Source: an optimization exercise on an open RTL-to-GDS flow (aim: small area). Production flows keep margins and buffers that such runs may drop. The RTL was checked by simulation tests, not by an equivalence proof against the original design. Power and IR drop assume default switching activity.

== job 4856 ==
==> flow/design.v <==
`timescale 1ns / 1ps
module adc_fsm ( clk, rst, start_fsm, stop_sampling, samplingInProcess, configInProcess, CSnot, SCLK, SSTRB,
                 DIN, DOUT, ADC_ValueCH1, ADC_ValueCH2, ADC_ValueCH3 , sample_updated );
input             clk;
input             rst;
input             start_fsm;
input             stop_sampling;
input             DOUT;
output            SSTRB;
output reg        DIN;
output            SCLK;
output            CSnot;
output            samplingInProcess;
output            configInProcess;
output reg [15:0] ADC_ValueCH1;
output reg [15:0] ADC_ValueCH2;
output reg [15:0] ADC_ValueCH3;
output            sample_updated;
localparam [3:0] J_A  = 4'd0,    
                 J_B  = 4'd1,    
                 J_C1 = 4'd2,    
                 J_C2 = 4'd3,
                 J_C3 = 4'd4,
                 J_D0 = 4'd5,    
                 J_D1 = 4'd6,    
                 J_E1 = 4'd7,    
                 J_S1 = 4'd12,   
                 J_S2 = 4'd13,
                 J_S3 = 4'd14,   
                 J_E2 = 4'd15;   
localparam [6:0] T_DONE = 7'd35,
                 T_W0   = 7'd37,
                 T_W1   = 7'd38,
                 T_WEND = 7'd127;
reg  [3:0] js;
reg  [1:0] stc;       
reg        sts;       
reg  [6:0] t;
reg  [2:0] cw;        
wire done_spi = (t == T_DONE);
wire waiting  = (t >= T_W0);
wire adv = ((js == J_A) & start_fsm) | (js == J_B) | (js == J_D0) | (js == J_D1) |
           (((js == J_C1) | (js == J_C2) | (js == J_C3) | (js == J_S1) | (js == J_S2)) & done_spi) |
           ((js == J_S3) & (t == T_WEND));
always @(posedge clk)
  if (rst || stop_sampling)
    js <= J_A;
  else if (js == J_E1 || js == J_E2)
    js <= J_S1;
  else if (adv)
    js <= js + 4'd1;
always @(posedge clk)
  if (rst)
    stc <= 2'd0;
  else if (!stop_sampling)
    stc <= (js == J_B) ? 2'd1 :
           ((js == J_C1) & done_spi) ? 2'd2 :
           ((js == J_C2) & done_spi) ? 2'd3 : 2'd0;
always @(posedge clk)
  if (rst || stop_sampling)
    sts <= 1'b0;
  else
    sts <= (js == J_E1) | (js == J_E2) | (((js == J_S1) | (js == J_S2)) & done_spi);
assign configInProcess   = (js >= J_C1) & (js <= J_E1);
assign samplingInProcess = (js >= J_S1);
assign sample_updated    = (t == T_W1);
assign SSTRB             = 1'b0;
wire idle  = (t == 7'd0) | done_spi;
wire start = idle & ((stc != 2'd0) | sts);
always @(posedge clk)
  if (rst)
    t <= 7'd0;
  else if (idle)
    t <= start ? 7'd1 : (done_spi & (js == J_S3) & ~stop_sampling) ? T_W0 : 7'd0;
  else if (waiting & stop_sampling)
    t <= 7'd0;
  else
    t <= t + 7'd1;
always @(posedge clk)
  if (idle)
    cw <= (stc != 2'd0) ? {1'b1, stc == 2'd2, stc == 2'd3} : {1'b0, js == J_S2, js == J_S3};
wire t_end = (t == 7'd33) | (t == 7'd34);    
assign SCLK  = (t >= 7'd2) & (t <= 7'd33);
reg cs_hold;
assign CSnot = ~((t >= 7'd1) & (t <= 7'd34)) | (t_end & cs_hold);
always @(negedge clk) begin
  cs_hold <= ~rst & t_end;
  DIN     <= ~rst & ((t == 7'd1) | ((t == 7'd3) & cw[0]) | ((t == 7'd4) & cw[1]) |
                     (((t == 7'd7) | (t == 7'd8)) & cw[2]));
end
wire shift_in = (t <= 7'd33);
reg        dout_n;    
reg [15:0] ring1, ring2, ring3;
always @(negedge clk)
  dout_n <= DOUT;
always @(posedge clk) begin
  ring1 <= {ring1[14:0], ((js == J_S1) & shift_in) ? dout_n : ring1[15]};
  ring2 <= {ring2[14:0], ((js == J_S2) & shift_in) ? dout_n : ring2[15]};
  ring3 <= {ring3[14:0], ((js == J_S3) & shift_in) ? dout_n : ring3[15]};
end
wire ld_g, ld_h;
adc_fsm_load u_load (.t(t), .rst(rst), .ld_g(ld_g), .ld_h(ld_h));
wire [47:0] ch_new = {ring1[9:0], ring1[15:10], ring2[5:0], ring2[15:6], ring3[1:0], ring3[15:2]};
wire [47:0] ch_q   = {ADC_ValueCH1, ADC_ValueCH2, ADC_ValueCH3};
wire [47:0] ch_d   = ({48{ld_g}} & ch_new) | ({48{ld_h}} & ch_q);
always @(posedge clk)
  {ADC_ValueCH1, ADC_ValueCH2, ADC_ValueCH3} <= ch_d;
endmodule
module adc_fsm_load ( t, rst, ld_g, ld_h );
input  [6:0] t;
input        rst;
output       ld_g;
output       ld_h;
assign ld_g = (t == 7'd37) & ~rst;
assign ld_h = (t != 7'd37) & ~rst;
endmodule
export LEC_CHECK = 0
export CAP_MARGIN = 20
export CORE_MARGIN = 2
export CORE_UTILIZATION = 40
export SLEW_MARGIN = 20
export SYNTH_HIERARCHICAL = 1
export SYNTH_MINIMUM_KEEP_SIZE = 0
create_clock -name core_clock -period 8.0 [get_ports {clk}]
standard.sh (not shown) runs the stock make flow with config.mk's settings and CLKGATE_MAP_FILE= SYNTH_SCRIPT=/design/flow/synth_recipe.tcl, a recipe that flattens the netlist after the stock synthesis.
==> flow/flow/run.sh <==
#!/bin/bash
# Layout flow: the standard.sh (ORFS from synthesis to the final layout) with
#  - synthesis: the standard synthesis script, but ABC maps the combinational
#    logic with an area-oriented script (flow/my_synth.tcl, flow/abc_area.script);
#  - ports buffered with the smallest buffer (buf_1);
#  - clock tree synthesis with CTS_BUFS and no dummy loads.
# make's full output goes to flow_make.log in this folder; ORFS's per-step logs are
# under orfs/logs/.
set -euo pipefail
HERE="$(cd "$(dirname "${BASH_SOURCE[0]}")" && pwd)"
CTS_BUFS="sky130_fd_sc_hd__clkbuf_8"
export BUFFER_PORTS_ARGS="-buffer_cell sky130_fd_sc_hd__buf_1"
export CTS_ARGS="-sink_clustering_enable -repair_clock_nets -buf_list $CTS_BUFS -dont_use_dummy_load"
bash standard.sh SYNTH_SCRIPT="$HERE/my_synth.tcl" finish > flow_make.log 2>&1
==> flow/flow/abc_area.script <==
&get -n
&st
&dch -f
&nf -a -R 1000
&put
==> flow/flow/my_synth.tcl <==
# The standard synthesis (synth_recipe.tcl, in the folder above) with one change:
# the technology mapping of the combinational logic uses the area-oriented ABC script
# abc_area.script beside this file instead of ORFS's speed script. The registers
# (dfflibmap, before ABC) are exactly the standard synthesis's.
set my_flow_dir [file dirname [file normalize [info script]]]
proc abc {args} {
  set i [lsearch -exact $args -script]
  if {$i >= 0} { lset args [expr {$i + 1}] [file join $::my_flow_dir abc_area.script] }
  yosys abc {*}$args
}
source [file join $my_flow_dir .. synth_recipe.tcl]
Every stage of the flow completed for job 4856, and the final layout passed the timing, DRC and antenna checks.
## Diff of input files: job 4382 against job 4856
==> flow/flow/run.sh <==
#!/bin/bash
# Standard layout (the standard.sh: ORFS from synthesis to the final layout) with
# two changes to the ORFS defaults:
#  - ports are buffered with the smallest buffer (buf_1);
#  - clock tree synthesis uses the buffers in CTS_BUFS and inserts no dummy loads.
# make's full output goes to flow_make.log in this folder; ORFS's own per-step logs
# are under orfs/logs/.
set -euo pipefail
CTS_BUFS="sky130_fd_sc_hd__clkbuf_4"
export BUFFER_PORTS_ARGS="-buffer_cell sky130_fd_sc_hd__buf_1"
export CTS_ARGS="-sink_clustering_enable -repair_clock_nets -buf_list $CTS_BUFS -dont_use_dummy_load"
bash standard.sh > flow_make.log 2>&1
-- flow/config.mk --
<<< job 4856, line 8
export CAP_MARGIN = 20
export CORE_MARGIN = 2
export CORE_UTILIZATION = 40
export SLEW_MARGIN = 20
export SYNTH_HIERARCHICAL = 1
>>> job 4382, line 8
export CAP_MARGIN = 20
export CORE_MARGIN = 2
export CORE_UTILIZATION = 65
export SLEW_MARGIN = 20
export SYNTH_HIERARCHICAL = 1
removed: flow/flow/abc_area.script
removed: flow/flow/my_synth.tcl
[summary]
- The final layouts of job 4856 and job 4382 pass the timing, DRC and antenna checks.
- The net count of the mapped netlist in job 4382 sits 21 above the value recorded for job 4856.
- For the total placed cells including tap cells, job 4382 came in 32 lower than job 4856 did.
- Relative to job 4856, sequential-cell power consumption has decreased by about 0.7% in job 4382.
Input-level comparison between job 6917 and job 4382:
==> flow/run.sh (new file) <==
#!/bin/bash
# synth_recipe.tcl (not shown) runs the flow's synth.tcl, then flattens the netlist and writes it again
# the make line also repeats each setting of config.mk as NAME=value (left out here)
make -C /OpenROAD-flow-scripts/flow DESIGN_CONFIG=/design/flow/config.mk WORK_HOME=/design/flow/orfs CLKGATE_MAP_FILE= SYNTH_SCRIPT=/design/flow/synth_recipe.tcl finish
-- flow/config.mk --
<<< job 4382, line 8
export CAP_MARGIN = 20
export CORE_MARGIN = 2
export CORE_UTILIZATION = 65
export SLEW_MARGIN = 20
export SYNTH_HIERARCHICAL = 1
>>> job 6917, line 8
export CAP_MARGIN = 20
export CORE_MARGIN = 2
export CORE_UTILIZATION = 40
export CTS_BUF_LIST = sky130_fd_sc_hd__clkbuf_8
export SLEW_MARGIN = 20
export SYNTH_HIERARCHICAL = 1
removed: flow/flow/run.sh
removed: flow/standard.sh
--- outcome ---
On clock slew at the register clock pins of the worst setup and hold paths, the higher figure sits with job 4382, not job 6917. Job 6917 — worst setup slack 0.37 ns lower, job 4382 as reference. Job 6917 ends up with lower met3 wire length than job 4382 does. For post-route cell area, dividing the value from job 4382 by the value from job 6917 gives 0.848. Against job 4382, number of tap cells added at floorplan in job 6917 rose by more than half. Arrival time at the worst endpoint ended up 0.36 ns higher on job 6917 than on job 4382. From job 6917 to job 4382, flip-flop and latch count did not move at all. Reported for job 6917 and job 4382, maximum number of pins on one net before global-route repair turned out identical to the last digit. Comparing job 6917 against job 4382, there is no change at all in mean post-synth cell area. Re worst hold slack across all endpoints: job 6917 is 0.026 ns up on job 4382.
